This is an optimization exercise on Yosys and OpenROAD, whose aim is small area, not a production implementation.
The RTL was checked by simulation tests, not by an equivalence proof against the original design.
No activity file was given, so power comes from the tool's default toggle rates.

==> flow/design.v <==
module comp(A,B,lt);
        input [15:0] A,B;
        output lt;
        assign lt = A < B;
endmodule
module calc_xor(data1,data2,out);
        input [15:0] data1,data2;
        output [15:0] out;
        assign out = data1 ^ data2;
endmodule
module right_shift(A,shift,R);
        input [15:0] A;
        input [3:0] shift;
        output [15:0] R;
        wire [15:0] lo = A >> shift;
        wire [15:0] fill = ~(16'hffff >> shift);
        wire [15:0] mask = (shift == 4'd8) ? 16'h0300 : shift[3] ? 16'h7fff : 16'hffff;
        assign R = lo | (fill & mask & {16{A[15]}});
endmodule
module lcd_driver(l1,l2,shown,clk,rst,ph,LCD_RS,LCD_W,LCD_E,databits);
    input [15:0] l1, l2;
    input shown, clk, rst;
    output [1:0] ph;
    output reg LCD_E, LCD_RS;
    output LCD_W;
    output reg [3:0] databits;
    assign LCD_W = 1'b0;
    reg [4:0] counter;
    reg [1:0] sub;
    reg [6:0] m;
    assign ph = counter[1:0];
    wire ischar = m[5];
    wire [31:0] lbits = {l2, l1};
    wire bitv = lbits[{m[6], ~m[4:1]}];
    reg [3:0] cmd;
    always @* begin
        case ({m[6], m[3:0]})
          5'd0, 5'd1, 5'd2: cmd = 4'h3;
          5'd3, 5'd4: cmd = 4'h2;
          5'd5, 5'd12: cmd = 4'h8;
          5'd7: cmd = 4'h6;
          5'd9: cmd = 4'hC;
          5'd11: cmd = 4'h1;
          5'd16: cmd = 4'hC;
          default: cmd = 4'h0;
        endcase
    end
    wire [6:0] m_next = (m == 7'd13) ? 7'd32 : (m == 7'd65) ? 7'd96 : m + 1'b1;
    always @(posedge clk) begin
      if (rst) begin
        counter <= 0; sub <= 0; m <= 0;
        LCD_E <= 0; LCD_RS <= 0; databits <= 0;
      end else begin
        counter <= counter + 1'b1;
        if (counter == 5'd31) begin
            if (sub == 2'd0) LCD_E <= 1'b0;
            if (sub == 2'd2) LCD_E <= 1'b1;
            if (sub == 2'd1) begin
                LCD_RS <= ischar;
                databits <= ~ischar ? cmd : m[0] ? {3'b000, bitv & shown} : {2'b00, shown, shown};
            end
            if (sub == 2'd2) begin
                sub <= 2'd0;
                m <= m_next;
            end else sub <= sub + 1'b1;
        end
      end
    end
endmodule
module calc_interface(bits,clk,rst,rot,reset,ph,l1,l2,shown);
        input [3:0]bits;
        input clk,rst,rot,reset;
        input [1:0] ph;
        output reg [15:0] l1, l2;
        output reg shown;
        reg prev;
        reg [1:0] phs;
        reg [2:0] op;
        reg [3:0] count;
        reg [15:0] w_data;
        reg [4:0] r_addr1, r_addr2, w_addr;
        reg [3:0] shift;
        wire click = ~prev & rot;
        wire idle = (phs == 2'd0), opnd = (phs == 2'd1), exec = (phs == 2'd2), disp = (phs == 2'd3);
        reg [15:0] word [0:31];
        reg clr;                  
        reg wact, wsel;           
        reg [1:0] wcnt;
        wire trig_a = (click & exec & (op == 3'd0)) |
                      ((click | reset) & disp & ((op == 3'd3) | (op == 3'd4)));
        wire trig_b = click & disp & (op >= 3'd5);
        wire wr = trig_a | wact;
        wire [15:0] wsrc = (wsel & ~trig_a) ? l2 : w_data;
        wire [3:0] wnib = (rst | clr) ? 4'd0 : wsrc[{ph, 2'b00} +: 4];
        integer k;
        always @(posedge clk) begin
            for (k = 0; k < 32; k = k + 1)
                word[k] <= {((rst | clr | (wr & (w_addr == k))) ? wnib : word[k][3:0]), word[k][15:4]};
        end
        always @(posedge clk) begin
            if (rst) begin clr <= 1'b1; wact <= 1'b0; wsel <= 1'b0; wcnt <= 2'd0; end
            else begin
                if (ph == 2'd3) clr <= 1'b0;
                if (trig_a) begin wact <= 1'b1; wsel <= 1'b0; wcnt <= 2'd2; end
                else if (trig_b) begin wact <= 1'b1; wsel <= 1'b1; wcnt <= 2'd3; end
                else if (wact) begin
                    if (wcnt == 2'd0) wact <= 1'b0;
                    wcnt <= wcnt - 1'b1;
                end
            end
        end
        wire selb = (exec | disp) & ((op == 3'd2) | (op == 3'd4) | (op == 3'd5) | (op == 3'd6));
        wire [3:0] cur = word[selb ? r_addr2 : r_addr1][3:0];
        reg [15:0] a_hold;
        reg [11:0] b_cap;
        always @(posedge clk) begin
            if (~selb) a_hold[{ph, 2'b00} +: 4] <= cur;
            b_cap <= {cur, b_cap[11:4]};
        end
        reg [15:0] ra;
        always @* begin
            ra = a_hold;
            if (~selb) ra[{ph, 2'b00} +: 4] = cur;
        end
        wire [15:0] b_raw = {cur, b_cap};
        wire [31:0] b_dbl = {b_raw, b_raw} << {ph, 2'b00};
        wire [15:0] rb = b_dbl[27:12];
        wire [15:0] cmp_res, xor_res, s_res;
        comp C0(ra, rb, cmp_res[0]);
        assign cmp_res[15:1] = 15'd0;
        calc_xor X0(ra, rb, xor_res);
        right_shift S0(ra, shift, s_res);
        reg [15:0] n1, n2;
        always @* begin
            n1 = {11'd0, w_addr};
            n2 = w_data;
            case (op)
              3'd1, 3'd3: begin n1 = {11'd0, r_addr1}; n2 = ra; end
              3'd2, 3'd4: begin n1 = ra; n2 = rb; end
              3'd5: n2 = cmp_res;
              3'd6: n2 = xor_res;
              3'd7: n2 = s_res;
              default: ;
            endcase
        end
        wire show = click & disp;
        always @(posedge clk) begin
            if (show) begin l1 <= n1; l2 <= n2; end
            if (rst) shown <= 1'b0; else if (show) shown <= 1'b1;
        end
        reg f_r1lo, f_r1hi, f_r2lo, f_r2hi, f_wlo, f_whi, f_sh, fin;
        reg [3:0] f_d;    
        reg valid;
        always @* begin
            {f_r1lo, f_r1hi, f_r2lo, f_r2hi, f_wlo, f_whi, f_sh, fin} = 8'd0;
            f_d = 4'd0; valid = 1'b1;
            case (op)
              3'd0: case (count)
                      4'd0: f_wlo = 1'b1; 4'd1: f_whi = 1'b1;
                      4'd2: f_d[0] = 1'b1; 4'd3: f_d[1] = 1'b1; 4'd4: f_d[2] = 1'b1;
                      4'd5: begin f_d[3] = 1'b1; fin = 1'b1; end
                      default: valid = 1'b0;
                    endcase
              3'd1: case (count)
                      4'd0: f_r1lo = 1'b1;
                      4'd1: begin f_r1hi = 1'b1; fin = 1'b1; end
                      default: valid = 1'b0;
                    endcase
              3'd2: case (count)
                      4'd0: f_r1lo = 1'b1; 4'd1: f_r1hi = 1'b1; 4'd2: f_r2lo = 1'b1;
                      4'd3: begin f_r2hi = 1'b1; fin = 1'b1; end
                      default: valid = 1'b0;
                    endcase
              3'd3: case (count)
                      4'd0: f_r1lo = 1'b1; 4'd1: f_r1hi = 1'b1;
                      4'd2: f_wlo = 1'b1; 4'd3: f_whi = 1'b1;
                      4'd4: f_d[0] = 1'b1; 4'd5: f_d[1] = 1'b1; 4'd6: f_d[2] = 1'b1;
                      4'd7: begin f_d[3] = 1'b1; fin = 1'b1; end
                      default: valid = 1'b0;
                    endcase
              3'd4: case (count)
                      4'd0: f_r1lo = 1'b1; 4'd1: f_r1hi = 1'b1;
                      4'd2: f_r2lo = 1'b1; 4'd3: f_r2hi = 1'b1;
                      4'd4: f_wlo = 1'b1; 4'd5: f_whi = 1'b1;
                      4'd6: f_d[0] = 1'b1; 4'd7: f_d[1] = 1'b1; 4'd8: f_d[2] = 1'b1;
                      4'd9: begin f_d[3] = 1'b1; fin = 1'b1; end
                      default: valid = 1'b0;
                    endcase
              3'd5, 3'd6: case (count)
                      4'd0: f_r1lo = 1'b1; 4'd1: f_r1hi = 1'b1;
                      4'd2: f_r2lo = 1'b1; 4'd3: f_r2hi = 1'b1;
                      4'd4: f_wlo = 1'b1;
                      4'd5: begin f_whi = 1'b1; fin = 1'b1; end
                      default: valid = 1'b0;
                    endcase
              default: case (count)
                      4'd0: f_r1lo = 1'b1; 4'd1: f_r1hi = 1'b1;
                      4'd2: f_wlo = 1'b1; 4'd3: f_whi = 1'b1;
                      4'd4: begin f_sh = 1'b1; fin = 1'b1; end
                      default: valid = 1'b0;
                    endcase
            endcase
        end
        wire oc = click & opnd;           
        wire [3:0] bz = bits & {4{~rst}};
        wire ld_r1lo = rst | (oc & f_r1lo), ld_r1hi = rst | (oc & f_r1hi);
        wire ld_r2lo = rst | (oc & f_r2lo), ld_r2hi = rst | (oc & f_r2hi);
        wire ld_wlo = rst | (oc & f_wlo), ld_whi = rst | (oc & f_whi);
        wire [3:0] ld_d = {4{rst}} | ({4{oc}} & f_d);
        always @(posedge clk) begin
            if (ld_r1lo) r_addr1[3:0] <= bz;
            if (ld_r1hi) r_addr1[4] <= bz[0];
            if (ld_r2lo) r_addr2[3:0] <= bz;
            if (ld_r2hi) r_addr2[4] <= bz[0];
            if (ld_wlo) w_addr[3:0] <= bz;
            if (ld_whi) w_addr[4] <= bz[0];
            if (ld_d[0]) w_data[3:0] <= bz;
            if (ld_d[1]) w_data[7:4] <= bz;
            if (ld_d[2]) w_data[11:8] <= bz;
            if (ld_d[3]) w_data[15:12] <= bz;
            if (oc & f_sh) shift <= bits;   
        end
        always @(posedge clk) begin
            if (rst) begin
                prev <= 1'b1; phs <= 2'd0; count <= 4'd0;
            end else begin
                prev <= rot;
                if (reset) begin count <= 4'd0; phs <= 2'd0; end
                if (click) begin
                    if (idle) begin phs <= 2'd1; op <= bits[2:0]; end
                    else if (opnd) begin
                        if (valid) begin
                            count <= fin ? 4'd0 : count + 4'd1;
                            if (fin) phs <= 2'd2;
                        end
                    end
                    else if (exec) phs <= 2'd3;
                    else phs <= 2'd0;
                end
            end
        end
endmodule
module detector(clk,rst,rot_a,rot_b,rot);
        input clk,rst,rot_a,rot_b;
        output reg rot;
        always@(posedge clk) begin
                if(rst) rot <= 1'b0;
                else if(rot_a & rot_b) rot <= 1'b1;
                else if(~rot_a & ~rot_b) rot <= 1'b0;
        end
endmodule
module top(bits,clk,rst,rot_a,rot_b,reset,lcd_rs,lcd_w,lcd_e,databits);
        input [3:0]bits;
        input clk,rot_a,rot_b,reset;
        input rst;  
        output lcd_rs,lcd_w,lcd_e;
        output [3:0]databits;
        wire rot;
        wire [15:0] l1, l2;
        wire shown;
        detector D0(clk,rst,rot_a,rot_b,rot);
        wire [1:0] ph;
        calc_interface I0(bits,clk,rst,rot,reset,ph,l1,l2,shown);
        lcd_driver L0(l1,l2,shown,clk,rst,ph,lcd_rs,lcd_w,lcd_e,databits);
endmodule
==> flow/run.sh <==
#!/bin/bash
# synth_recipe.tcl (not shown) runs the flow's synth.tcl, then flattens the netlist and writes it again
# the make line also repeats each setting of config.mk as NAME=value (left out here)
make -C /OpenROAD-flow-scripts/flow DESIGN_CONFIG=/design/flow/config.mk WORK_HOME=/design/flow/orfs CLKGATE_MAP_FILE= SYNTH_SCRIPT=/design/flow/synth_recipe.tcl finish
==> flow/config.mk <==
export PLATFORM = sky130hd
export DESIGN_NAME = top
export DESIGN_NICKNAME = top
export VERILOG_FILES = /design/flow/design.v
export SDC_FILE = /design/flow/constraint.sdc
export NUM_CORES = 4
export LEC_CHECK = 0
export ABC_AREA = 1
export CAP_MARGIN = 20
export CORE_MARGIN = 2
export CORE_UTILIZATION = 70
export CTS_BUF_LIST = sky130_fd_sc_hd__clkbuf_16
export CTS_CLUSTER_DIAMETER = 100
export CTS_CLUSTER_SIZE = 30
export SLEW_MARGIN = 20
==> flow/constraint.sdc <==
create_clock -name core_clock -period 6.5 [get_ports {clk}]
set_input_delay 1.3000 -clock core_clock [delete_from_list [all_inputs] [get_ports {clk}]]
set_output_delay 1.3000 -clock core_clock [all_outputs]
set_load 0.01 [all_outputs]
==> results of run 1 <==
[critical path, delay by kind of cell, from the launching register on]
kind                     cells  cell delay, ps
AO/OA/AOI/OAI               10            1130
adder cells (fa/ha/maj)      1             360
buffers and inverters        1             110
flip-flops                   1             490
AND/OR/NAND/NOR             19            2750
[how the worst max path moves through the flow]
stage	start	end	cells after the start
4_1_cts	I0.op[1]$_DFFE_PP_	I0.l2[0]$_DFFE_PP_	30
3_3_place_gp	reset	I0.word[1][13]$_DFF_P_	11
3_5_place_dp	reset	I0.word[8][13]$_DFF_P_	11
5_1_grt	I0.op[1]$_DFFE_PP_	I0.l2[0]$_DFFE_PP_	30
6_report	I0.op[2]$_DFFE_PP_	I0.l2[0]$_DFFE_PP_	31
2_1_floorplan	I0.op[1]$_DFFE_PP_	I0.l2[0]$_DFFE_PP_	33
[state kept, by name, summed over array words and instances (netlist names), 3 cells and up, named ones only]
name,count
I0.r_addr1,5
I0.op,3
L0.cmd,4
I0.w_addr,5
I0.l2,16
I0.l1,16
I0.w_data,16
I0.word,512
I0.a_hold,16
L0.databits,4
I0.b_cap,12
I0.r_addr2,5
I0.shift,4
L0.counter,5
I0.count,4
L0.m,7
[layout by cell type, fill, tap and decap left out, drive strengths merged, types with 17 or more instances in the layout]
| master | instances |
|---|---|
| dfxtp | 597 |
| nand2 | 363 |
| nand3 | 221 |
| nor2 | 219 |
| inv | 162 |
| mux2 | 124 |
| o21ai | 108 |
| edfxtp | 70 |
| a21oi | 52 |
| nand4 | 41 |
| ha | 33 |
| clkbuf | 27 |
| nor3 | 17 |
[layer usage]
| metal | global-route usage, % | vias up |
|---|---|---|
| li1 | - | 7269 |
| met4 | 9.44 | 4 |
| met3 | 4.61 | 122 |
| met5 | 0 | - |
| met1 | 47.2 | 7369 |
| met2 | 52.6 | 736 |
[report_power, final]
group / internal [mW] / total [mW] / switching, mW
logic: 0.128 / 0.435 / 0.306
clock network: 0.763 / 1.96 / 1.20
registers: 4.27 / 4.32 / 0.0511
total: 5.16 / 6.71 / 1.56
[cells by family after synthesis]
family / synth area share (%)
xor+xnor: 0.0780
fa+ha+maj: 1.84
buf+inv: 4.72
compound gates: 6.94
mux: 6.30
other cells: 0.0167
simple gates: 17.6
flops: 62.5
[cell type report]
type / count / share of cell area [%]
clock buffers: 27 / 2.86
clock inverters: 9 / 0.217
inverters: 157 / 2.50
multi-input cells: 1286 / 31.5
flip-flops and latches: 667 / 59.6
well taps: 402 / 2.13
repair buffers: 26 / 1.23
[metrics by stage]
stage / util (%) / hold slack (ps) / power (mW) / setup slack [ps]
after CTS: 74.5 / 329 / 6.71 / 1500
after floorplan: - / 310 / 4.69 / 2800
after detailed placement: 72.2 / 312 / 4.83 / 1320
after global placement: 72.2 / 310 / 4.82 / 1370
after global routing: 74.8 / 332 / 6.91 / 914
final: 74.8 / 321 / 6.71 / 1410
==> impl_metrics.py, run 1 <==
metrics = {
    "sta": {
        "finalHoldViolCount": 0,
        "finalCriticalPeriod_ps": 5090,
        "worst_slew_pin_slew_ps": 1140,
        "finClkSkew_ps": 34.1,
        "setup_viol": 0,
        "rsz0062_at_grt": "no",
        "max_clock_freq_mhz": 197,
        "slew_headroom_pct": 24.0,
        "post-route-period-util_pct": 78.2,
        "fin_setup_tns_ps": 0,
        "final_max_slew_viol_count": 0,
    },
    "clock_network": {
        "clkSinkCount": 667,
        "cts_setup_buffers": 0,
        "cts_resized": 0,
        "clockBufferDepth": 3,
        "ctsRootBufferMaster": "clkbuf_16",
        "path_clk_slew_ps": 120,
        "clk_latency_ps": 590,
        "ctsHoldBuffers": 0,
        "numCtsBuffers": 26,
        "cts_tree": "done",
        "htreeDepth": 1,
    },
    "die": {
        "core_area_um2": 31600,
        "rows": 65,
        "die_area_um2": 33600,
        "start_util_pct": 71.2,
        "fp.dieW_um": 183,
        "num_io_pins": 16,
        "die_h_um": 183,
    },
    "synth": {
        "netlist_instances": 2199,
        "synthTopCellsByCount": "dfxtp_1, nand2_1, nand3_1",
        "yosysMostFrequentCell": "dfxtp_1",
        "synth_seq_cells": 667,
        "synth_fp_nets": 2241,
        "ys_seq_area_share_pct": 62.5,
        "synth_top_area_cell": "dfxtp_1",
        "synth_top_cell_area_share_pct": 53.2,
        "avgSynthCellArea_um2": 10.2,
        "synthFlopType": "dfxtp_1",
        "synth_edf_count": 70,
        "synth_cell_type_count": 58,
        "ys_async_sr_fraction_pct": 0,
        "yosysWarnings": 4,
        "syn-cell-area_um2": 22500,
        "synth_area_leaders": "dfxtp_1, edfxtp_1, mux2_2",
    },
    "place": {
        "placed_area_um2": 22800,
        "port_buffers": 14,
        "dp.cells": 2535,
        "place.gp.congestion": 0.984,
        "hpwl_um": 37800,
    },
    "route": {
        "wl_per_cell_um": 21.5,
        "drtAntennaViolNets": 0,
        "wirelength_um": 55300,
        "viasPerCell": 6.02,
        "wirelength_met1_um": 23900,
        "route.detailed.drc": 0,
        "highest_layer": "met5",
        "vias": 15500,
        "firstDrtPassIters": 6,
        "wl_met2_um": 25300,
        "drt_iter0_drc": 1728,
        "wl_met3_um": 4630,
    },
    "critical_path": {
        "worstPathMaxFanout": 29,
        "cp_common_cell": "nand2_1",
        "reg2reg_to": "I0.l2[0]$_DFFE_PP_",
        "worstPathRequired_ps": 6860,
        "rr_startpoint": "I0.op[2]$_DFFE_PP_",
        "criticalPathCategory": "flip-flop to flip-flop",
        "worstRegToRegCells": 31,
        "cp.arrival_ps": 5450,
        "critPathLaunchType": "flip-flop",
        "end_kind": "flip-flop",
        "reg2reg_slack_ps": 1410,
        "max_stage_delay_ps": 650,
        "cp_slowest_cell": "nor2_4",
    },
    "grt": {
        "grt_pass1_vias": 15020,
        "grt-ovfl-total": 0,
        "grt_usage_pct": 32.9,
        "grt_first_pass_wirelength_um": 85200,
        "antenna_found_initial": 2,
        "grt_max_degree": 41,
    },
    "flow_run": {
        "maxCapViolCount": 0,
    },
    "power": {
        "vdd_drop_max_mv": 0.299,
        "p_per_area_nw_per_um2": 285,
        "cellLeakagePower_nw": 9.83,
    },
    "final_layout": {
        "num_antenna_cells": 0,
        "drive_gt1_share_pct": 11.1,
        "fin_area_um2": 23600,
        "num-nets-final": 2206,
        "multi_input_area_um2": 7430,
        "fillers": 2195,
        "area_delta_synth_final_pct": 4.98,
        "regArea_um2": 14100,
        "fin_cells": 2574,
    },
    "run_status": {
        "status": "complete, no violations",
    },
    "hold_path": {
        "whs_endpoint": "I0.word[12][8]$_DFF_P_",
        "min_from": "I0.word[12][12]$_DFF_P_",
        "worstHoldPathType": "flip-flop to flip-flop",
        "hold_depth": 0,
    },
}
==> run 2, diff against run 1 <==
--- a/flow/config.mk
+++ b/flow/config.mk
@@ -10,3 +10,3 @@
 export CORE_MARGIN = 2
-export CORE_UTILIZATION = 70
+export CORE_UTILIZATION = 55
 export CTS_BUF_LIST = sky130_fd_sc_hd__clkbuf_16
==> impl_metrics.py, run 2 <==
metrics = {
    "run_status": {
        "status": "complete, no violations",
    },
    "grt": {
        "grt_max_degree": 40,
        "grt_first_pass_wirelength_um": 84200,
        "grt-ovfl-total": 0,
        "grt_pass1_vias": 14009,
        "antenna_found_initial": 0,
        "grt_usage_pct": 26.1,
    },
    "final_layout": {
        "fin_area_um2": 23800,
        "num-nets-final": 2209,
        "area_delta_synth_final_pct": 5.83,
        "largest_reg_flops": 512,
        "final_cell_mix": "dfxtp_1, nand2_1, nand3_1, nor2_1, inv_1",
        "layout_commonest_cell": "dfxtp_1",
        "largest-register": "I0.word",
        "fin_cells": 2705,
        "drive_gt1_share_pct": 11.3,
        "num_antenna_cells": 0,
        "post-route-util_pct": 58.6,
    },
    "place": {
        "preCtsSetupSlack_ps": 1570,
        "place.gp.congestion": 0.934,
        "dp.cells": 2670,
        "placed_area_um2": 23000,
        "port_buffers": 14,
        "hpwl_um": 39100,
    },
    "sta": {
        "hold_slack_ps": 328,
        "worst_slew_pin_slew_ps": 1150,
        "final_max_slew_viol_count": 0,
        "post-route-period-util_pct": 77.8,
        "max_clock_freq_mhz": 198,
        "slew_headroom_pct": 22.8,
        "rsz0062_at_grt": "no",
        "fin_setup_tns_ps": 0,
        "finClkSkew_ps": 24.4,
        "finalCriticalPeriod_ps": 5060,
        "finalHoldViolCount": 0,
        "setup_slack_ps": 1440,
        "setup_viol": 0,
    },
    "synth": {
        "ys_async_sr_fraction_pct": 0,
        "synth_fp_nets": 2241,
        "synth_top_cell_area_share_pct": 53.2,
        "synth_top_area_cell": "dfxtp_1",
        "synth_cell_type_count": 58,
        "synth_edf_count": 70,
        "synth_seq_cells": 667,
        "ys_seq_area_share_pct": 62.5,
        "avgSynthCellArea_um2": 10.2,
        "synthTopCellsByCount": "dfxtp_1, nand2_1, nand3_1",
        "synth_area_leaders": "dfxtp_1, edfxtp_1, mux2_2",
        "yosysMostFrequentCell": "dfxtp_1",
        "yosysWarnings": 4,
        "netlist_instances": 2199,
        "synthFlopType": "dfxtp_1",
        "syn-cell-area_um2": 22500,
    },
    "route": {
        "vias": 15007,
        "viasPerCell": 5.55,
        "firstDrtPassIters": 6,
        "wl_per_cell_um": 20.4,
        "drtAntennaViolNets": 0,
        "drt_iter0_drc": 1619,
        "route.detailed.drc": 0,
        "wirelength_um": 55300,
    },
    "critical_path": {
        "worstPathMaxFanout": 32,
        "cp_slowest_cell": "nor2_4",
        "cp_common_cell": "nand2_1",
        "critPathLaunchType": "flip-flop",
        "worstPathRequired_ps": 6870,
        "end_kind": "flip-flop",
        "cp.arrival_ps": 5420,
        "criticalPathCategory": "flip-flop to flip-flop",
        "max_stage_delay_ps": 680,
    },
    "power": {
        "p_clk_share_pct": 29.3,
        "power_frac_seq_pct": 64.1,
        "p_per_area_nw_per_um2": 283,
        "power.net_switching_mw": 1.55,
        "combinationalPowerShare_pct": 6.6,
        "internal_power_mw": 5.18,
        "swShare_pct": 23.0,
        "p_total_mw": 6.72,
        "cellLeakagePower_nw": 9.84,
        "vdd_drop_max_mv": 0.259,
    },
    "hold_path": {
        "worstHoldPathType": "flip-flop to flip-flop",
    },
    "clock_network": {
        "cts_resized": 0,
        "htreeDepth": 1,
        "ctsRootBufferMaster": "clkbuf_16",
        "cts_tree": "done",
        "clkSinkCount": 667,
        "ctsHoldBuffers": 0,
        "clockBufferDepth": 3,
        "cts_setup_buffers": 0,
        "numCtsBuffers": 26,
        "clk_latency_ps": 600,
        "path_clk_slew_ps": 120,
    },
    "die": {
        "die_area_um2": 42500,
        "num_io_pins": 16,
        "rows": 74,
        "fp.dieW_um": 206,
        "die_h_um": 206,
        "core_area_um2": 40600,
        "start_util_pct": 55.4,
    },
    "flow_run": {
        "maxCapViolCount": 0,
    },
}
## run 2: cell count changes in the layout (fill, tap and decap cells not counted), sizes merged
cell,change
inv,-4
buf,+3
bufinv,+1
clkinv,+1
## run 2: logic make-up after synthesis
| kind of cell | Yosys count | synth area share, % |
|---|---|---|
| flip-flops | 667 | 62.5 |
| other | 1 | 0.0167 |
| AO/OA/AOI/OAI | 253 | 6.94 |
| AND/OR/NAND/NOR | 871 | 17.6 |
| multiplexers | 126 | 6.30 |
| XOR/XNOR | 2 | 0.0780 |
| adder cells (fa/ha/maj) | 33 | 1.84 |
| buffers and inverters | 246 | 4.72 |
## run 2: metal layers
| layer | up-vias | track usage [%] | share of wire, % |
|---|---|---|---|
| met3 | 80 | 2.76 | 6.1 |
| met1 | 7133 | 39.9 | 49 |
| met2 | 497 | 39.6 | 43 |
| met4 | 0 | 6.48 | 2.6 |
| li1 | 7297 | - | - |
| met5 | - | 0 | 0 |
## run 2: final timing paths
check,start,endpoint,slack [ps],cells past startpoint
setup / recovery,I0.op[1]$_DFFE_PP_,I0.l2[0]$_DFFE_PP_,1440,30
hold / removal,I0.word[10][5]$_DFF_P_,I0.word[10][1]$_DFF_P_,330,0
setup reg to reg,I0.op[1]$_DFFE_PP_,I0.l2[0]$_DFFE_PP_,1440,30
hold reg to reg,I0.word[10][5]$_DFF_P_,I0.word[10][1]$_DFF_P_,330,0
## run 2: power groups by stage
stage               Sequential [mW]  Combinational [mW]  Clock, mW
floorplan                      4.39               0.305          0
global placement               4.41               0.428          0
detailed placement             4.41               0.430          0
CTS                            4.31               0.432       2.01
global route                   4.33               0.482       2.15
finish                         4.31               0.441       1.97
## run 2: worst max-delay path, delay by kind of cell, from the launching register on
| family | cells | cell delay (ps) |
|---|---|---|
| AO/OA/AOI/OAI | 10 | 1130 |
| adder cells (fa/ha/maj) | 1 | 370 |
| flip-flops | 1 | 490 |
| AND/OR/NAND/NOR | 19 | 2820 |
## run 2: layout make-up
cell class | instances | area [um^2]
fillers | 3534 | 16800
flip-flops and latches | 667 | 14100
multi-input cells | 1286 | 7430
clock buffers | 27 | 676
well taps | 532 | 666
inverters | 157 | 589
repair buffers | 29 | 313
clock inverters | 7 | 57.6
==> run 3, diff against run 2 <==
--- a/flow/design.v
+++ b/flow/design.v
@@ -34,15 +34,8 @@
     wire bitv = lbits[{m[6], ~m[4:1]}];
-    reg [3:0] cmd;
-    always @* begin
-        case ({m[6], m[3:0]})
-          5'd0, 5'd1, 5'd2: cmd = 4'h3;
-          5'd3, 5'd4: cmd = 4'h2;
-          5'd5, 5'd12: cmd = 4'h8;
-          5'd7: cmd = 4'h6;
-          5'd9: cmd = 4'hC;
-          5'd11: cmd = 4'h1;
-          5'd16: cmd = 4'hC;
-          default: cmd = 4'h0;
-        endcase
-    end
+    wire [3:0] ci = m[3:0];
+    wire [3:0] cmd;
+    assign cmd[3] = m[6] ? (ci == 4'd0) : ((ci == 4'd5) | (ci == 4'd9) | (ci == 4'd12));
+    assign cmd[2] = m[6] ? (ci == 4'd0) : ((ci == 4'd7) | (ci == 4'd9));
+    assign cmd[1] = ~m[6] & ((ci <= 4'd4) | (ci == 4'd7));
+    assign cmd[0] = ~m[6] & ((ci <= 4'd2) | (ci == 4'd11));
     wire [6:0] m_next = (m == 7'd13) ? 7'd32 : (m == 7'd65) ? 7'd96 : m + 1'b1;
@@ -150,55 +143,19 @@
         end
-        reg f_r1lo, f_r1hi, f_r2lo, f_r2hi, f_wlo, f_whi, f_sh, fin;
-        reg [3:0] f_d;    
-        reg valid;
-        always @* begin
-            {f_r1lo, f_r1hi, f_r2lo, f_r2hi, f_wlo, f_whi, f_sh, fin} = 8'd0;
-            f_d = 4'd0; valid = 1'b1;
-            case (op)
-              3'd0: case (count)
-                      4'd0: f_wlo = 1'b1; 4'd1: f_whi = 1'b1;
-                      4'd2: f_d[0] = 1'b1; 4'd3: f_d[1] = 1'b1; 4'd4: f_d[2] = 1'b1;
-                      4'd5: begin f_d[3] = 1'b1; fin = 1'b1; end
-                      default: valid = 1'b0;
-                    endcase
-              3'd1: case (count)
-                      4'd0: f_r1lo = 1'b1;
-                      4'd1: begin f_r1hi = 1'b1; fin = 1'b1; end
-                      default: valid = 1'b0;
-                    endcase
-              3'd2: case (count)
-                      4'd0: f_r1lo = 1'b1; 4'd1: f_r1hi = 1'b1; 4'd2: f_r2lo = 1'b1;
-                      4'd3: begin f_r2hi = 1'b1; fin = 1'b1; end
-                      default: valid = 1'b0;
-                    endcase
-              3'd3: case (count)
-                      4'd0: f_r1lo = 1'b1; 4'd1: f_r1hi = 1'b1;
-                      4'd2: f_wlo = 1'b1; 4'd3: f_whi = 1'b1;
-                      4'd4: f_d[0] = 1'b1; 4'd5: f_d[1] = 1'b1; 4'd6: f_d[2] = 1'b1;
-                      4'd7: begin f_d[3] = 1'b1; fin = 1'b1; end
-                      default: valid = 1'b0;
-                    endcase
-              3'd4: case (count)
-                      4'd0: f_r1lo = 1'b1; 4'd1: f_r1hi = 1'b1;
-                      4'd2: f_r2lo = 1'b1; 4'd3: f_r2hi = 1'b1;
-                      4'd4: f_wlo = 1'b1; 4'd5: f_whi = 1'b1;
-                      4'd6: f_d[0] = 1'b1; 4'd7: f_d[1] = 1'b1; 4'd8: f_d[2] = 1'b1;
-                      4'd9: begin f_d[3] = 1'b1; fin = 1'b1; end
-                      default: valid = 1'b0;
-                    endcase
-              3'd5, 3'd6: case (count)
-                      4'd0: f_r1lo = 1'b1; 4'd1: f_r1hi = 1'b1;
-                      4'd2: f_r2lo = 1'b1; 4'd3: f_r2hi = 1'b1;
-                      4'd4: f_wlo = 1'b1;
-                      4'd5: begin f_whi = 1'b1; fin = 1'b1; end
-                      default: valid = 1'b0;
-                    endcase
-              default: case (count)
-                      4'd0: f_r1lo = 1'b1; 4'd1: f_r1hi = 1'b1;
-                      4'd2: f_wlo = 1'b1; 4'd3: f_whi = 1'b1;
-                      4'd4: begin f_sh = 1'b1; fin = 1'b1; end
-                      default: valid = 1'b0;
-                    endcase
-            endcase
-        end
+        wire c0 = (count == 4'd0), c1 = (count == 4'd1), c2 = (count == 4'd2), c3 = (count == 4'd3),
+             c4 = (count == 4'd4), c5 = (count == 4'd5), c6 = (count == 4'd6), c7 = (count == 4'd7),
+             c8 = (count == 4'd8), c9 = (count == 4'd9);
+        wire o0 = (op == 3'd0), o1 = (op == 3'd1), o2 = (op == 3'd2), o3 = (op == 3'd3),
+             o4 = (op == 3'd4), o56 = (op == 3'd5) | (op == 3'd6), o7 = (op == 3'd7);
+        wire f_r1lo = ~o0 & c0;
+        wire f_r1hi = ~o0 & c1;
+        wire f_r2lo = (o2 | o4 | o56) & c2;
+        wire f_r2hi = (o2 | o4 | o56) & c3;
+        wire f_wlo = (o0 & c0) | ((o3 | o7) & c2) | ((o4 | o56) & c4);
+        wire f_whi = (o0 & c1) | ((o3 | o7) & c3) | ((o4 | o56) & c5);
+        wire f_sh = o7 & c4;
+        wire [3:0] f_d = o0 ? {c5, c4, c3, c2} : o3 ? {c7, c6, c5, c4} : o4 ? {c9, c8, c7, c6} : 4'd0;
+        wire fin = (o0 & c5) | (o1 & c1) | (o2 & c3) | (o3 & c7) | (o4 & c9) | (o56 & c5) | (o7 & c4);
+        wire valid = (o0 & (count <= 4'd5)) | (o1 & (count <= 4'd1)) | (o2 & (count <= 4'd3)) |
+                     (o3 & (count <= 4'd7)) | (o4 & (count <= 4'd9)) | (o56 & (count <= 4'd5)) |
+                     (o7 & (count <= 4'd4));
         wire oc = click & opnd;           
--- a/flow/config.mk
+++ b/flow/config.mk
@@ -12,3 +12,3 @@
 export CTS_BUF_LIST = sky130_fd_sc_hd__clkbuf_16
-export CTS_CLUSTER_DIAMETER = 100
+export CTS_CLUSTER_DIAMETER = 60
 export CTS_CLUSTER_SIZE = 30
==> impl_metrics.py, run 3 <==
metrics = {
    "synth": {
        "ys_seq_area_share_pct": 62.5,
        "synth_edf_count": 70,
        "avgSynthCellArea_um2": 10.2,
        "synthTopCellsByCount": "dfxtp_1, nand2_1, nand3_1",
        "yosysWarnings": 4,
        "synth_top_cell_area_share_pct": 52.8,
        "yosysMostFrequentCell": "dfxtp_1",
        "syn-cell-area_um2": 21800,
        "synth_area_leaders": "dfxtp_1, edfxtp_1, nand2_1",
        "synth_top_area_cell": "dfxtp_1",
        "synth_seq_cells": 644,
        "netlist_instances": 2141,
        "synth_fp_nets": 2182,
        "synth_cell_type_count": 57,
        "ys_async_sr_fraction_pct": 0,
        "synthFlopType": "dfxtp_1",
    },
    "critical_path": {
        "rr_startpoint": "I0.op[1]$_DFFE_PP_",
        "end_kind": "flip-flop",
        "cp.arrival_ps": 5260,
        "criticalPathCategory": "flip-flop to flip-flop",
        "worstPathMaxFanout": 11,
        "worstPathRequired_ps": 6810,
        "worstRegToRegCells": 25,
        "reg2reg_slack_ps": 1550,
        "critPathLaunchType": "flip-flop",
        "cp-startpoint": "I0.op[1]$_DFFE_PP_",
    },
    "grt": {
        "grt_pass1_vias": 14127,
        "grt_usage_pct": 25.9,
        "grt_max_degree": 41,
        "grt-ovfl-total": 0,
        "grt_first_pass_wirelength_um": 81800,
        "antenna_found_initial": 2,
    },
    "final_layout": {
        "final_cell_mix": "dfxtp_1, nand2_1, nand3_1, nor2_1, inv_1",
        "layout_commonest_cell": "dfxtp_1",
        "num_antenna_cells": 0,
        "largest_reg_flops": 512,
        "drive_gt1_share_pct": 12.3,
        "largest-register": "I0.word",
        "num-nets-final": 2173,
        "area_delta_synth_final_pct": 8.75,
        "fillers": 3296,
    },
    "route": {
        "route.detailed.drc": 0,
        "drtAntennaViolNets": 0,
        "firstDrtPassIters": 6,
        "viasPerCell": 5.49,
        "vias": 14699,
        "drt_iter0_drc": 1261,
        "wirelength_um": 52600,
        "wl_per_cell_um": 19.7,
    },
    "die": {
        "start_util_pct": 56.0,
        "die_h_um": 203,
        "fp.dieW_um": 203,
        "die_area_um2": 41200,
        "rows": 72,
        "num_io_pins": 16,
        "core_area_um2": 38800,
    },
    "clock_network": {
        "cts_setup_buffers": 0,
        "htreeDepth": 2,
        "clockBufferDepth": 3,
        "path_clk_slew_ps": 110,
        "clk_latency_ps": 590,
        "ctsRootBufferMaster": "clkbuf_16",
        "ctsHoldBuffers": 0,
        "clkSinkCount": 644,
        "cts_tree": "done",
        "numCtsBuffers": 37,
        "cts_resized": 0,
    },
    "flow_run": {
        "maxCapViolCount": 0,
    },
    "power": {
        "p_per_area_nw_per_um2": 307,
        "vdd_drop_max_mv": 0.317,
        "cellLeakagePower_nw": 9.85,
    },
    "sta": {
        "fin_setup_tns_ps": 0,
        "slew_headroom_pct": 29.9,
        "finalCriticalPeriod_ps": 4950,
        "setup_viol": 0,
        "max_clock_freq_mhz": 202,
        "final_max_slew_viol_count": 0,
        "hold_slack_ps": 299,
        "finClkSkew_ps": 45.1,
        "worst_slew_pin_slew_ps": 1050,
        "finalHoldViolCount": 0,
        "post-route-period-util_pct": 76.1,
        "rsz0062_at_grt": "no",
    },
    "run_status": {
        "status": "complete, no violations",
    },
    "hold_path": {
        "hold_depth": 0,
        "min_from": "I0.word[2][15]$_DFF_P_",
        "worstHoldPathType": "flip-flop to flip-flop",
    },
    "place": {
        "port_buffers": 14,
        "place.gp.congestion": 0.945,
        "hpwl_um": 37200,
    },
}
## run 3: final timing paths
path | endpoint
worst min register to register | I0.word[2][11]$_DFF_P_
worst max-delay path | I0.l2[0]$_DFFE_PP_
worst min-delay path | I0.word[2][11]$_DFF_P_
worst max register to register | I0.l2[0]$_DFFE_PP_
## run 3: report_power, final
group / total, mW / switching [mW] / internal [mW]
registers: 4.17 / 0.0506 / 4.12
clock network: 2.67 / 1.45 / 1.22
logic: 0.416 / 0.292 / 0.124
total: 7.26 / 1.79 / 5.47
## run 3: layer usage
| layer | part of all wire (%) | GRT usage, % |
|---|---|---|
| met3 | 6.7 | 4.83 |
| met1 | 48 | 37.9 |
| met2 | 43 | 39.0 |
| met4 | 2.3 | 8.11 |
| met5 | 0.044 | 0 |
## run 3: cell type report
class | count | area [um^2] | share of cell area, %
well taps | 518 | 648 | 2.74
clock inverters | 28 | 380 | 1.61
inverters | 161 | 604 | 2.55
multi-input cells | 1259 | 7250 | 30.7
repair buffers | 29 | 253 | 1.07
clock buffers | 37 | 926 | 3.91
flip-flops and latches | 644 | 13600 | 57.5
## run 3: critical path: stages, from the launching register on
cell	delay [ps]
edfxtp_1	520
inv_2	130
nand2_1	90
nand2_1	200
nand3_1	120
nand2_1	180
nand2_1	190
nor2_1	660
nand3_1	140
nand2_1	150
nor2_1	90
nand2_1	110
nor2_1	60
nand3_1	160
nand2_2	120
o21ai_0	260
o21ai_0	180
ha_1	380
nand4_1	90
o221ai_1	190
nor3b_1	200
o21ai_0	100
o2111ai_1	90
nand4_1	120
inv_1	80
a21oi_1	60
## run 3: logic make-up after synthesis
kind of cell	after synthesis	synth area share [%]
other cells	1	0.0172
fa+ha+maj	32	1.84
simple gates	855	18.0
compound gates	248	6.81
flops	644	62.5
mux	122	6.29
buf+inv	238	4.49
xor+xnor	1	0.0403
## run 3: per-stage QoR
stage               power (mW)  setup slack, ps  cells  instance area (um^2)  utilization [%]
floorplan                 4.53             2830   2141                 21800                -
global placement          4.67             1790   2611                 22400             57.6
detailed placement        4.67             1670   2611                 22400             57.6
CTS                       7.31             1640   2676                 23700             60.9
global route              7.53             1150   2676                 23700             60.9
finish                    7.26             1550   2676                 23700             60.9
==> run 4, diff against run 3 <==
--- a/flow/config.mk
+++ b/flow/config.mk
@@ -12,4 +12,4 @@
 export CTS_BUF_LIST = sky130_fd_sc_hd__clkbuf_16
-export CTS_CLUSTER_DIAMETER = 60
-export CTS_CLUSTER_SIZE = 30
+export CTS_CLUSTER_DIAMETER = 100
+export CTS_CLUSTER_SIZE = 24
 export SLEW_MARGIN = 20
==> impl_metrics.py, run 4 <==
metrics = {
    "synth": {
        "yosysWarnings": 4,
        "synth_seq_cells": 644,
        "syn-cell-area_um2": 21800,
        "yosysMostFrequentCell": "dfxtp_1",
        "synth_area_leaders": "dfxtp_1, edfxtp_1, nand2_1",
        "synth_top_cell_area_share_pct": 52.8,
        "synthFlopType": "dfxtp_1",
        "synth_cell_type_count": 57,
        "ys_seq_area_share_pct": 62.5,
        "synthTopCellsByCount": "dfxtp_1, nand2_1, nand3_1",
        "synth_top_area_cell": "dfxtp_1",
        "synth_edf_count": 70,
        "ys_async_sr_fraction_pct": 0,
        "synth_fp_nets": 2182,
        "netlist_instances": 2141,
        "avgSynthCellArea_um2": 10.2,
    },
    "route": {
        "vias": 14588,
        "drtAntennaViolNets": 0,
        "drt_iter0_drc": 1439,
        "route.detailed.drc": 0,
        "firstDrtPassIters": 5,
        "wl_per_cell_um": 19.7,
        "wirelength_um": 52300,
        "viasPerCell": 5.51,
    },
    "clock_network": {
        "numCtsBuffers": 30,
        "ctsHoldBuffers": 0,
        "cts_setup_buffers": 0,
        "ctsRootBufferMaster": "clkbuf_16",
        "path_clk_slew_ps": 110,
        "clkSinkCount": 644,
        "clk_latency_ps": 620,
        "cts_resized": 0,
        "htreeDepth": 1,
        "clockBufferDepth": 3,
        "cts_tree": "done",
    },
    "final_layout": {
        "drive_gt1_share_pct": 11.1,
        "largest-register": "I0.word",
        "final_cell_mix": "dfxtp_1, nand2_1, nand3_1, nor2_1, inv_1",
        "num-nets-final": 2166,
        "fillers": 3351,
        "layout_commonest_cell": "dfxtp_1",
        "num_antenna_cells": 0,
        "largest_reg_flops": 512,
        "area_delta_synth_final_pct": 6.44,
        "post-route-util_pct": 59.6,
    },
    "sta": {
        "max_clock_freq_mhz": 205,
        "setup_viol": 0,
        "finalHoldViolCount": 0,
        "final_max_slew_viol_count": 0,
        "finalCriticalPeriod_ps": 4890,
        "fin_setup_tns_ps": 0,
        "finClkSkew_ps": 36.1,
        "rsz0062_at_grt": "no",
        "post-route-period-util_pct": 75.2,
        "hold_slack_ps": 316,
        "worst_slew_pin_slew_ps": 1050,
        "slew_headroom_pct": 29.7,
    },
    "grt": {
        "grt_max_degree": 41,
        "grt_pass1_vias": 13997,
        "grt_first_pass_wirelength_um": 81100,
        "grt-ovfl-total": 0,
        "antenna_found_initial": 1,
        "grt_usage_pct": 25.5,
    },
    "hold_path": {
        "worstHoldPathType": "flip-flop to flip-flop",
    },
    "die": {
        "die_h_um": 203,
        "start_util_pct": 56.0,
        "die_area_um2": 41200,
        "rows": 72,
        "num_io_pins": 16,
        "core_area_um2": 38800,
        "fp.dieW_um": 203,
    },
    "flow_run": {
        "maxCapViolCount": 0,
    },
    "power": {
        "cellLeakagePower_nw": 9.62,
        "vdd_drop_max_mv": 0.279,
        "p_per_area_nw_per_um2": 285,
    },
    "critical_path": {
        "cp.arrival_ps": 5270,
        "max_stage_delay_ps": 650,
        "end_kind": "flip-flop",
        "worstPathRequired_ps": 6880,
        "cp_slowest_cell": "nor2_1",
        "criticalPathCategory": "flip-flop to flip-flop",
        "worstPathMaxFanout": 11,
        "critPathLaunchType": "flip-flop",
        "cp_common_cell": "nand2_1",
    },
    "place": {
        "place.gp.congestion": 0.945,
        "port_buffers": 14,
        "hpwl_um": 37200,
    },
    "run_status": {
        "status": "complete, no violations",
    },
}
[run 4: critical path: cells and delay by family, from the launching register on]
kind | cells | cell delay, ps
flip-flops | 1 | 520
buffers and inverters | 2 | 200
AO/OA/AOI/OAI | 6 | 860
adder cells (fa/ha/maj) | 1 | 380
AND/OR/NAND/NOR | 16 | 2670
[run 4: cell type report]
class / count / area (um^2) / share of cell area, %
well taps: 518 / 648 / 2.80
repair buffers: 29 / 253 / 1.09
inverters: 161 / 604 / 2.61
multi-input cells: 1259 / 7250 / 31.3
flip-flops and latches: 644 / 13600 / 58.7
clock buffers: 31 / 776 / 3.35
clock inverters: 7 / 27.5 / 0.119
[run 4: final timing paths]
path	from	to	slack (ps)	depth (start not counted)
max	I0.op[1]$_DFFE_PP_	I0.l2[0]$_DFFE_PP_	1610	25
min	I0.word[26][11]$_DFF_P_	I0.word[26][7]$_DFF_P_	320	0
max reg2reg	I0.op[1]$_DFFE_PP_	I0.l2[0]$_DFFE_PP_	1610	25
min reg2reg	I0.word[26][11]$_DFF_P_	I0.word[26][7]$_DFF_P_	320	0
[run 4: where the power goes]
group	switching, mW	internal (mW)	total (mW)	leakage, nW
Clock	1.16	0.852	2.01	0.418
Combinational	0.291	0.124	0.415	3.89
Sequential	0.0505	4.12	4.17	5.31
Total	1.50	5.10	6.60	9.62
[run 4: cells by family after synthesis]
| kind of cell | synth area share [%] |
|---|---|
| multiplexers | 6.29 |
| buffers and inverters | 4.49 |
| XOR/XNOR | 0.0403 |
| adder cells (fa/ha/maj) | 1.84 |
| other | 0.0172 |
| AO/OA/AOI/OAI | 6.81 |
| flip-flops | 62.5 |
| AND/OR/NAND/NOR | 18.0 |
[run 4: through the flow]
step / setup slack (ps) / instance area (um^2) / instances / power [mW]
after global routing: 1190 / 23200 / 2649 / 6.86
after floorplan: 2830 / 21800 / 2141 / 4.53
after global placement: 1790 / 22400 / 2611 / 4.67
after CTS: 1670 / 23200 / 2649 / 6.65
final: 1610 / 23200 / 2649 / 6.60
after detailed placement: 1670 / 22400 / 2611 / 4.67
[run 4: per-layer routing]
metal / share of wire [%] / GRT usage (%) / vias up
li1: - / - / 7124
met1: 48 / 37.7 / 6900
met2: 43 / 39.1 / 471
met3: 6.6 / 4.16 / 91
met4: 2.4 / 6.70 / 2
met5: 0.021 / 0 / -
==> run 5, diff against run 4 <==
--- a/flow/design.v
+++ b/flow/design.v
@@ -3,3 +3,9 @@
         output lt;
-        assign lt = A < B;
+        wire [16:0] c;
+        assign c[0] = 1'b0;
+        genvar i;
+        generate for (i = 0; i < 16; i = i + 1) begin : g
+            assign c[i+1] = (~A[i] & B[i]) | (~A[i] & c[i]) | (B[i] & c[i]);
+        end endgenerate
+        assign lt = c[16];
 endmodule
@@ -10,10 +16,15 @@
 endmodule
-module right_shift(A,shift,R);
-        input [15:0] A;
+module right_shift(X,shift,a15,R);
+        input [15:0] X;
         input [3:0] shift;
+        input a15;
         output [15:0] R;
-        wire [15:0] lo = A >> shift;
-        wire [15:0] fill = ~(16'hffff >> shift);
-        wire [15:0] mask = (shift == 4'd8) ? 16'h0300 : shift[3] ? 16'h7fff : 16'hffff;
-        assign R = lo | (fill & mask & {16{A[15]}});
+        wire [3:0] top = {shift[3] | shift[2], shift[3], shift[3] & shift[2], 1'b0};   
+        wire [15:0] xs = {top[3] ? {4{a15}} : X[15:12], top[2] ? {4{a15}} : X[11:8],
+                          top[1] ? {4{a15}} : X[7:4], X[3:0]};
+        wire s = xs[15];
+        wire [15:0] asr = shift[1] ? (shift[0] ? {{3{s}}, xs[15:3]} : {{2{s}}, xs[15:2]})
+                                   : (shift[0] ? {s, xs[15:1]} : xs);
+        wire [15:0] z = (shift == 4'd8) ? 16'hfc00 : shift[3] ? 16'h8000 : 16'h0000;
+        assign R = asr & ~z;
 endmodule
@@ -106,16 +117,18 @@
         wire [3:0] cur = word[selb ? r_addr2 : r_addr1][3:0];
-        reg [15:0] a_hold;
-        reg [11:0] b_cap;
-        always @(posedge clk) begin
-            if (~selb) a_hold[{ph, 2'b00} +: 4] <= cur;
-            b_cap <= {cur, b_cap[11:4]};
-        end
-        reg [15:0] ra;
+        wire [1:0] noff = ((op == 3'd7) & ~idle) ? shift[3:2] : 2'd0;
+        wire [1:0] q = ph - noff;
+        reg [15:0] a_hold, b_hold;
+        always @(posedge clk) begin
+            if (~selb) a_hold[{q, 2'b00} +: 4] <= cur;
+            if (selb) b_hold[{ph, 2'b00} +: 4] <= cur;
+        end
+        reg [15:0] ra, rb;
         always @* begin
             ra = a_hold;
-            if (~selb) ra[{ph, 2'b00} +: 4] = cur;
-        end
-        wire [15:0] b_raw = {cur, b_cap};
-        wire [31:0] b_dbl = {b_raw, b_raw} << {ph, 2'b00};
-        wire [15:0] rb = b_dbl[27:12];
+            if (~selb) ra[{q, 2'b00} +: 4] = cur;
+            rb = b_hold;
+            if (selb) rb[{ph, 2'b00} +: 4] = cur;
+        end
+        wire [1:0] s3 = 2'd3 - noff;      
+        wire a15 = ra[{s3, 2'b11}];
         wire [15:0] cmp_res, xor_res, s_res;
@@ -124,3 +137,3 @@
         calc_xor X0(ra, rb, xor_res);
-        right_shift S0(ra, shift, s_res);
+        right_shift S0(ra, shift, a15, s_res);
         reg [15:0] n1, n2;
--- a/flow/config.mk
+++ b/flow/config.mk
@@ -11,3 +11,3 @@
 export CORE_UTILIZATION = 55
-export CTS_BUF_LIST = sky130_fd_sc_hd__clkbuf_16
+export CTS_BUF_LIST = sky130_fd_sc_hd__clkbuf_8 sky130_fd_sc_hd__clkbuf_16
 export CTS_CLUSTER_DIAMETER = 100
==> impl_metrics.py, run 5 <==
metrics = {
    "run_status": {
        "status": "complete, no violations",
    },
    "critical_path": {
        "critical_path.top_delay_family": "simple AND/OR/NAND/NOR gates",
        "cp_slowest_cell": "a211oi_1",
        "max_stage_delay_ps": 610,
        "cp.buffers_inverters": 2,
        "cp_common_cell": "nand2_1",
        "worstPathMaxFanout": 23,
        "cp.arrival_ps": 6130,
        "worstPathRequired_ps": 6940,
        "criticalPathCategory": "flip-flop to flip-flop",
        "end_kind": "flip-flop",
        "critPathLaunchType": "flip-flop",
    },
    "route": {
        "vias": 14999,
        "drt_iter0_drc": 1429,
        "wl_per_cell_um": 20.1,
        "wirelength_um": 55300,
        "viasPerCell": 5.44,
        "firstDrtPassIters": 5,
        "route.detailed.drc": 0,
        "drtAntennaViolNets": 0,
    },
    "flow_run": {
        "maxCapViolCount": 0,
    },
    "final_layout": {
        "layout_commonest_cell": "dfxtp_1",
        "multi_input_area_um2": 6390,
        "drive_gt1_share_pct": 3.87,
        "largest-register": "I0.word",
        "area_delta_synth_final_pct": 7.06,
        "num_antenna_cells": 0,
        "num-nets-final": 2288,
        "fillers": 3321,
        "final_cell_mix": "dfxtp_1, nand2_1, inv_1, o21ai_0, nor2_1",
        "regArea_um2": 13700,
        "largest_reg_flops": 512,
    },
    "die": {
        "core_area_um2": 37800,
        "num_io_pins": 16,
        "die_h_um": 200,
        "fp.dieW_um": 200,
        "die_area_um2": 39900,
        "start_util_pct": 55.9,
        "rows": 71,
    },
    "synth": {
        "synth_area_leaders": "dfxtp_1, edfxtp_1, nand2_1",
        "synth_seq_cells": 648,
        "yosysMostFrequentCell": "dfxtp_1",
        "synthSimpleGateAreaFrac_pct": 17.5,
        "synth_top_cell_area_share_pct": 54.9,
        "synthTopCellsByCount": "dfxtp_1, nand2_1, inv_1",
        "avgSynthCellArea_um2": 9.42,
        "synthFlopType": "dfxtp_1",
        "synth_cell_type_count": 56,
        "synthAdderAreaFrac_pct": 2.25,
        "syn-cell-area_um2": 21100,
        "synth_fp_nets": 2285,
        "yosysWarnings": 4,
        "netlist_instances": 2238,
        "synth_top_family_by_area": "simple AND/OR/NAND/NOR gates",
        "synth_xor_area_share_pct": 0.166,
        "synth_top_area_cell": "dfxtp_1",
        "ys_async_sr_fraction_pct": 0,
        "synth_edf_count": 70,
        "ys_seq_area_share_pct": 64.8,
        "synth-compound-area-share_pct": 9.56,
        "synthMuxAreaShare_pct": 0.617,
    },
    "grt": {
        "grt_pass1_vias": 13727,
        "antenna_found_initial": 1,
        "grt-ovfl-total": 0,
        "grt_first_pass_wirelength_um": 83300,
        "grt_usage_pct": 27.9,
        "grt_max_degree": 47,
    },
    "sta": {
        "finClkSkew_ps": 39.9,
        "finalHoldViolCount": 0,
        "final_max_slew_viol_count": 0,
        "rsz0062_at_grt": "no",
        "worst_slew_pin_slew_ps": 1120,
        "setup_viol": 0,
        "slew_headroom_pct": 25.1,
        "max_clock_freq_mhz": 176,
        "post-route-period-util_pct": 87.6,
        "finalCriticalPeriod_ps": 5690,
        "fin_setup_tns_ps": 0,
    },
    "power": {
        "p_per_area_nw_per_um2": 289,
        "p_clk_share_pct": 30.4,
        "swShare_pct": 22.3,
        "power.net_switching_mw": 1.46,
        "power_frac_seq_pct": 64.4,
        "p_total_mw": 6.53,
        "vdd_drop_max_mv": 0.292,
        "cellLeakagePower_nw": 9.30,
        "internal_power_mw": 5.07,
        "combinationalPowerShare_pct": 5.3,
    },
    "clock_network": {
        "cts_tree": "done",
        "ctsRootBufferMaster": "clkbuf_16",
        "numCtsBuffers": 30,
        "htreeDepth": 1,
        "clockBufferDepth": 3,
        "clk_latency_ps": 610,
        "clkSinkCount": 648,
        "path_clk_slew_ps": 110,
    },
    "hold_path": {
        "worstHoldPathType": "flip-flop to flip-flop",
    },
    "place": {
        "port_buffers": 14,
        "place.gp.congestion": 0.960,
        "hpwl_um": 40600,
    },
}
-- run 5: cell count changes after synthesis, sizes merged, moves of 6 or more --
cell / change
ha: +6
o21a: +8
mux2: -110
o21ai: +95
nand2: +159
nor2: +7
buf: -20
nand4: -32
a21oi: +22
o22ai: -7
nand3: -82
o211ai: -9
inv: +62
-- run 5: final cells by class --
cell class | instances | share of cell area (%)
clock buffers | 30 | 3.32
clock inverters | 8 | 0.188
inverters | 222 | 3.69
multi-input cells | 1312 | 28.3
flip-flops and latches | 648 | 60.5
well taps | 511 | 2.83
repair buffers | 27 | 1.11
-- run 5: stage by stage --
step	util, %	std cells	hold slack (ps)	worst slack, ps	area (um^2)
3_3_place_gp	57.7	2720	309	965	21800
2_1_floorplan	-	2238	310	1910	21100
4_1_cts	59.8	2758	323	788	22600
6_report	59.8	2758	324	805	22600
3_5_place_dp	57.7	2720	312	834	21800
5_1_grt	59.8	2758	336	106	22600
-- run 5: final timing paths --
path	depth (start not counted)	from	slack (ps)	to
worst max-delay path	50	I0.op[1]$_DFFE_PP_	810	I0.l2[0]$_DFFE_PP_
worst min-delay path	0	I0.word[19][6]$_DFF_P_	320	I0.word[19][2]$_DFF_P_
worst max register to register	50	I0.op[1]$_DFFE_PP_	810	I0.l2[0]$_DFFE_PP_
worst min register to register	0	I0.word[19][6]$_DFF_P_	320	I0.word[19][2]$_DFF_P_
-- run 5: logic make-up after synthesis --
| kind of cell | after synthesis |
|---|---|
| and+or+nand+nor | 903 |
| xor gates and xnor gates | 4 |
| buffers and inverters | 278 |
| other | 1 |
| AOI/OAI and AO/OA | 354 |
| adders and majority gates | 38 |
| muxes | 12 |
| DFF | 648 |
-- run 5: metal layers --
layer / routed length [um] / part of all wire [%] / global-route usage, % / vias up
met4: 987 / 1.8 / 5.19 / 0
met5: 0 / 0 / 0 / -
li1: - / - / - / 7244
met3: 4370 / 7.9 / 4.37 / 71
met2: 22500 / 41 / 40.0 / 549
met1: 27400 / 50 / 44.5 / 7135
-- run 5: power groups by stage --
stage                     Sequential, mW  Combinational (mW)  Clock [mW]
after global placement              4.29               0.333           0
after global routing                4.21               0.385        2.16
final                               4.20               0.345        1.98
after floorplan                     4.27               0.225           0
after detailed placement            4.29               0.334           0
after CTS                           4.20               0.336        2.03
-- run 5: repair_timing --
item,CTS,global route
hold buffers,0,0
resized for setup,0,2
setup buffers,0,0
endpoints found under the setup margin,0,1
-- run 5: worst reg2reg max path: cells and delay by family (launching register included) --
| family | cells | cell delay (ps) |
|---|---|---|
| compound gates | 3 | 860 |
| simple gates | 44 | 3770 |
| flops | 1 | 460 |
| fa+ha+maj | 1 | 180 |
| buf+inv | 2 | 230 |
==> run 6, diff against run 5 <==
--- a/flow/config.mk
+++ b/flow/config.mk
@@ -11,3 +11,3 @@
 export CORE_UTILIZATION = 55
-export CTS_BUF_LIST = sky130_fd_sc_hd__clkbuf_8 sky130_fd_sc_hd__clkbuf_16
+export CTS_BUF_LIST = sky130_fd_sc_hd__clkbuf_16
 export CTS_CLUSTER_DIAMETER = 100
==> impl_metrics.py, run 6 <==
metrics = {
    "run_status": {
        "status": "complete, no violations",
    },
    "power": {
        "p_per_area_nw_per_um2": 289,
        "vdd_drop_max_mv": 0.292,
        "cellLeakagePower_nw": 9.30,
        "p_total_mw": 6.53,
    },
    "critical_path": {
        "critical_path.top_delay_family": "simple AND/OR/NAND/NOR gates",
        "max_stage_delay_ps": 610,
        "cp.arrival_ps": 6130,
        "worstPathMaxFanout": 23,
        "cp.buffers_inverters": 2,
        "worstPathRequired_ps": 6940,
        "criticalPathCategory": "flip-flop to flip-flop",
        "cp_common_cell": "nand2_1",
        "critPathLaunchType": "flip-flop",
        "end_kind": "flip-flop",
        "cp_slowest_cell": "a211oi_1",
    },
    "synth": {
        "netlist_instances": 2238,
        "synth_top_family_by_area": "simple AND/OR/NAND/NOR gates",
        "synthSimpleGateAreaFrac_pct": 17.5,
        "synth_top_cell_area_share_pct": 54.9,
        "ys_seq_area_share_pct": 64.8,
        "synth_area_leaders": "dfxtp_1, edfxtp_1, nand2_1",
        "synthTopCellsByCount": "dfxtp_1, nand2_1, inv_1",
        "synth_seq_cells": 648,
        "synth_xor_area_share_pct": 0.166,
        "syn-cell-area_um2": 21100,
        "ys_async_sr_fraction_pct": 0,
        "synthFlopType": "dfxtp_1",
        "synth_cell_type_count": 56,
        "synth_edf_count": 70,
        "synth-compound-area-share_pct": 9.56,
        "synth_fp_nets": 2285,
        "yosysMostFrequentCell": "dfxtp_1",
        "synthMuxAreaShare_pct": 0.617,
        "synth_top_area_cell": "dfxtp_1",
        "avgSynthCellArea_um2": 9.42,
        "yosysWarnings": 4,
        "synthAdderAreaFrac_pct": 2.25,
    },
    "place": {
        "hpwl_um": 40600,
        "preCtsSetupSlack_ps": 834,
        "dp.cells": 2720,
        "place.gp.congestion": 0.960,
        "port_buffers": 14,
    },
    "die": {
        "start_util_pct": 55.9,
        "fp.dieW_um": 200,
        "core_area_um2": 37800,
        "die_h_um": 200,
        "num_io_pins": 16,
        "rows": 71,
        "die_area_um2": 39900,
    },
    "sta": {
        "post-route-period-util_pct": 87.6,
        "fin_setup_tns_ps": 0,
        "finalCriticalPeriod_ps": 5690,
        "setup_slack_ps": 805,
        "slew_headroom_pct": 25.1,
        "rsz0062_at_grt": "no",
        "setup_viol": 0,
        "max_clock_freq_mhz": 176,
        "finClkSkew_ps": 39.9,
        "final_max_slew_viol_count": 0,
        "finalHoldViolCount": 0,
        "worst_slew_pin_slew_ps": 1120,
    },
    "clock_network": {
        "path_clk_slew_ps": 110,
        "clockBufferDepth": 3,
        "ctsRootBufferMaster": "clkbuf_16",
        "cts_setup_buffers": 0,
        "htreeDepth": 1,
        "clk_latency_ps": 610,
        "clkSinkCount": 648,
        "numCtsBuffers": 30,
        "cts_tree": "done",
    },
    "grt": {
        "use_met1_pct": 44.5,
        "grt_first_pass_wirelength_um": 83300,
        "grt_pass1_vias": 13727,
        "antenna_found_initial": 1,
        "busiest_layer": "met1",
        "grt_usage_pct": 27.9,
        "use_met3_pct": 4.37,
        "grt_max_degree": 47,
        "met2_usage_pct": 40.0,
        "grt-ovfl-total": 0,
    },
    "final_layout": {
        "num_antenna_cells": 0,
        "layout_commonest_cell": "dfxtp_1",
        "num-nets-final": 2288,
        "largest-register": "I0.word",
        "post-route-util_pct": 59.8,
        "fin_cells": 2758,
        "largest_reg_flops": 512,
        "final_cell_mix": "dfxtp_1, nand2_1, inv_1, o21ai_0, nor2_1",
        "drive_gt1_share_pct": 3.87,
        "area_delta_synth_final_pct": 7.06,
    },
    "route": {
        "vias": 14999,
        "firstDrtPassIters": 5,
        "route.detailed.drc": 0,
        "viasPerCell": 5.44,
        "drtAntennaViolNets": 0,
        "wirelength_um": 55300,
        "drt_iter0_drc": 1429,
        "wl_per_cell_um": 20.1,
    },
    "flow_run": {
        "maxCapViolCount": 0,
    },
    "hold_path": {
        "worstHoldPathType": "flip-flop to flip-flop",
    },
}
run 6: cell counts in the layout (fill, tap and decap cells not counted):
No cell type changed its count.
run 6: report_power, final:
group / internal (mW) / total, mW / switching (mW)
Combinational: 0.0900 / 0.345 / 0.255
Clock: 0.832 / 1.98 / 1.15
Sequential: 4.15 / 4.20 / 0.0512
Total: 5.07 / 6.53 / 1.46
run 6: worst paths after layout:
path | from | endpoint | slack [ps] | cells after the start
worst min-delay path | I0.word[19][6]$_DFF_P_ | I0.word[19][2]$_DFF_P_ | 320 | 0
worst max-delay path | I0.op[1]$_DFFE_PP_ | I0.l2[0]$_DFFE_PP_ | 810 | 50
worst min register to register | I0.word[19][6]$_DFF_P_ | I0.word[19][2]$_DFF_P_ | 320 | 0
worst max register to register | I0.op[1]$_DFFE_PP_ | I0.l2[0]$_DFFE_PP_ | 810 | 50
run 6: cell families after synthesis:
logic type,after synthesis
and+or+nand+nor,903
DFF,648
AOI/OAI and AO/OA,354
buffers and inverters,278
adders and majority gates,38
muxes,12
xor gates and xnor gates,4
other,1
run 6: per-layer routing:
metal	routed length, um	up-vias
li1	-	7244
met1	27400	7135
met2	22500	549
met3	4370	71
met4	987	0
met5	0	-
run 6: layout make-up:
type,instances,area (um^2)
fill,3321,15200
clock inverter,8,42.5
timing repair buffer,27,250
sequential,648,13700
clock buffer,30,751
tap,511,639
inverter,222,833
multi-input combinational,1312,6390
run 6: worst register-to-register path, delay by kind of cell (launching register included):
family                   cells  cell delay (ps)
AND/OR/NAND/NOR             44             3770
AO/OA/AOI/OAI                3              860
flip-flops                   1              460
buffers and inverters        2              230
adder cells (fa/ha/maj)      1              180
run 6: timing repair:
item,in CTS,in global routing
endpoints found under the setup margin,0,1
hold buffers,0,0
resized for setup,0,2
run 6: stage by stage:
stage | hold slack [ps] | instance area, um^2
4_1_cts | 323 | 22600
6_report | 324 | 22600
2_1_floorplan | 310 | 21100
3_3_place_gp | 309 | 21800
5_1_grt | 336 | 22600
3_5_place_dp | 312 | 21800
==> run 7, diff against run 6 <==
--- a/flow/config.mk
+++ b/flow/config.mk
@@ -11,5 +11,6 @@
 export CORE_UTILIZATION = 55
-export CTS_BUF_LIST = sky130_fd_sc_hd__clkbuf_16
+export CTS_BUF_LIST = sky130_fd_sc_hd__clkbuf_8
 export CTS_CLUSTER_DIAMETER = 100
-export CTS_CLUSTER_SIZE = 24
+export CTS_CLUSTER_SIZE = 16
+export GPL_TIMING_DRIVEN = 0
 export SLEW_MARGIN = 20
==> impl_metrics.py, run 7 <==
metrics = {
    "hold_path": {
        "hold_depth": 0,
        "worstHoldPathType": "flip-flop to flip-flop",
        "min_from": "I0.word[29][7]$_DFF_P_",
        "whs_endpoint": "I0.word[29][3]$_DFF_P_",
    },
    "die": {
        "die_area_um2": 39900,
        "die_h_um": 200,
        "core_area_um2": 37800,
        "start_util_pct": 55.9,
        "fp.dieW_um": 200,
        "rows": 71,
        "num_io_pins": 16,
    },
    "sta": {
        "finalHoldViolCount": 0,
        "slew_headroom_pct": 31.6,
        "rsz0062_at_grt": "no",
        "finClkSkew_ps": 51.8,
        "setup_viol": 0,
        "max_clock_freq_mhz": 168,
        "final_max_slew_viol_count": 0,
        "worst_slew_pin_slew_ps": 1030,
    },
    "synth": {
        "avgSynthCellArea_um2": 9.42,
        "synthTopCellsByCount": "dfxtp_1, nand2_1, inv_1",
        "ys_seq_area_share_pct": 64.8,
        "synth_top_cell_area_share_pct": 54.9,
        "synth_edf_count": 70,
        "synth_top_area_cell": "dfxtp_1",
        "syn-cell-area_um2": 21100,
        "synth_area_leaders": "dfxtp_1, edfxtp_1, nand2_1",
        "synth_cell_type_count": 56,
        "ys_async_sr_fraction_pct": 0,
        "yosysWarnings": 4,
        "yosysMostFrequentCell": "dfxtp_1",
        "synth_fp_nets": 2285,
    },
    "route": {
        "firstDrtPassIters": 6,
        "drtAntennaViolNets": 0,
        "drt_iter0_drc": 1665,
        "viasPerCell": 5.41,
        "wl_met2_um": 23000,
        "highest_layer": "met4",
    },
    "place": {
        "port_buffers": 13,
        "place.gp.congestion": 0.944,
        "placed_area_um2": 21900,
    },
    "final_layout": {
        "drive_gt1_share_pct": 4.46,
        "final_cell_mix": "dfxtp_1, nand2_1, inv_1, o21ai_0, nor2_1",
        "fin_area_um2": 22600,
        "area_delta_synth_final_pct": 7.22,
        "num-nets-final": 2347,
        "largest-register": "I0.word",
        "layout_commonest_cell": "dfxtp_1",
    },
    "flow_run": {
        "maxCapViolCount": 0,
    },
    "clock_network": {
        "cts_setup_buffers": 0,
        "cts_resized": 0,
        "ctsRootBufferMaster": "clkbuf_8",
        "htreeDepth": 2,
        "cts_tree": "done",
        "clkSinkCount": 648,
        "path_clk_slew_ps": 110,
    },
    "critical_path": {
        "cp_common_cell": "nand2_1",
        "cp.arrival_ps": 6370,
        "worstRegToRegCells": 53,
        "worstPathRequired_ps": 6910,
        "reg2reg_slack_ps": 540,
        "end_kind": "flip-flop",
        "critPathLaunchType": "flip-flop",
        "reg2reg_to": "I0.l2[0]$_DFFE_PP_",
    },
    "run_status": {
        "status": "complete, no violations",
    },
    "power": {
        "p_per_area_nw_per_um2": 284,
        "cellLeakagePower_nw": 9.31,
        "vdd_drop_max_mv": 0.242,
    },
    "grt": {
        "grt_first_pass_wirelength_um": 85300,
        "grt_usage_pct": 29.3,
        "grt_max_degree": 28,
    },
}
## run 7: per-layer routing
metal | vias to the layer above | GRT usage [%]
met5 | - | 0
met1 | 7195 | 45.2
li1 | 7347 | -
met2 | 626 | 41.1
met4 | 0 | 9.03
met3 | 111 | 5.61
## run 7: how the worst max path moves through the flow
stage | endpoint | start
5_1_grt | I0.l2[0]$_DFFE_PP_ | I0.op[1]$_DFFE_PP_
4_1_cts | I0.l2[0]$_DFFE_PP_ | I0.op[1]$_DFFE_PP_
2_1_floorplan | I0.l2[0]$_DFFE_PP_ | I0.op[1]$_DFFE_PP_
3_3_place_gp | I0.l2[0]$_DFFE_PP_ | I0.op[1]$_DFFE_PP_
3_5_place_dp | I0.l2[0]$_DFFE_PP_ | I0.op[1]$_DFFE_PP_
6_report | I0.l2[0]$_DFFE_PP_ | I0.op[2]$_DFFE_PP_
## run 7: cells by family after synthesis
logic type	after synthesis	share of synthesized area [%]
muxes	12	0.617
xor gates and xnor gates	4	0.166
other	1	0.0178
and+or+nand+nor	903	17.5
adders and majority gates	38	2.25
AOI/OAI and AO/OA	354	9.56
DFF	648	64.8
buffers and inverters	278	5.03
## run 7: area by class of cell
cell class | count | area [um^2]
fill | 3314 | 15100
antenna | 1 | 2.50
clock inverter | 11 | 56.3
multi-input combinational | 1312 | 6380
tap | 511 | 639
timing repair buffer | 14 | 150
clock buffer | 47 | 647
sequential | 648 | 13700
inverter | 222 | 833
buffer | 56 | 229
## run 7: stage by stage
step	utilization, %	setup WS [ps]	instances	total power, mW	hold WS [ps]
floorplan	-	1910	2238	4.49	310
global route	59.9	24.7	2821	6.64	304
global placement	57.9	315	2762	4.64	310
finish	59.9	543	2822	6.43	289
detailed placement	58.0	309	2763	4.65	312
CTS	59.8	277	2821	6.46	302
## run 7: where the power goes
group	internal (mW)	leakage [nW]	switching [mW]
Combinational	0.0893	3.58	0.279
Sequential	4.15	5.34	0.0455
Clock	0.665	0.394	1.20
Total	4.90	9.31	1.53
## run 7: worst max-delay path: cells and delay by family, from the launching register on
family | cells | cell delay, ps
AO/OA/AOI/OAI | 2 | 190
adder cells (fa/ha/maj) | 1 | 240
buffers and inverters | 6 | 860
AND/OR/NAND/NOR | 44 | 4010
flip-flops | 1 | 340

Re-timed with assumed drivers on the ports (clkbuf_16 on the clock, buf_2 on other inputs), run 7 has 0.543 ns of setup slack against 0.543 ns with ideal ports, and 0.543 ns once port delays also move by the mid clock arrival of 0.700 ns.
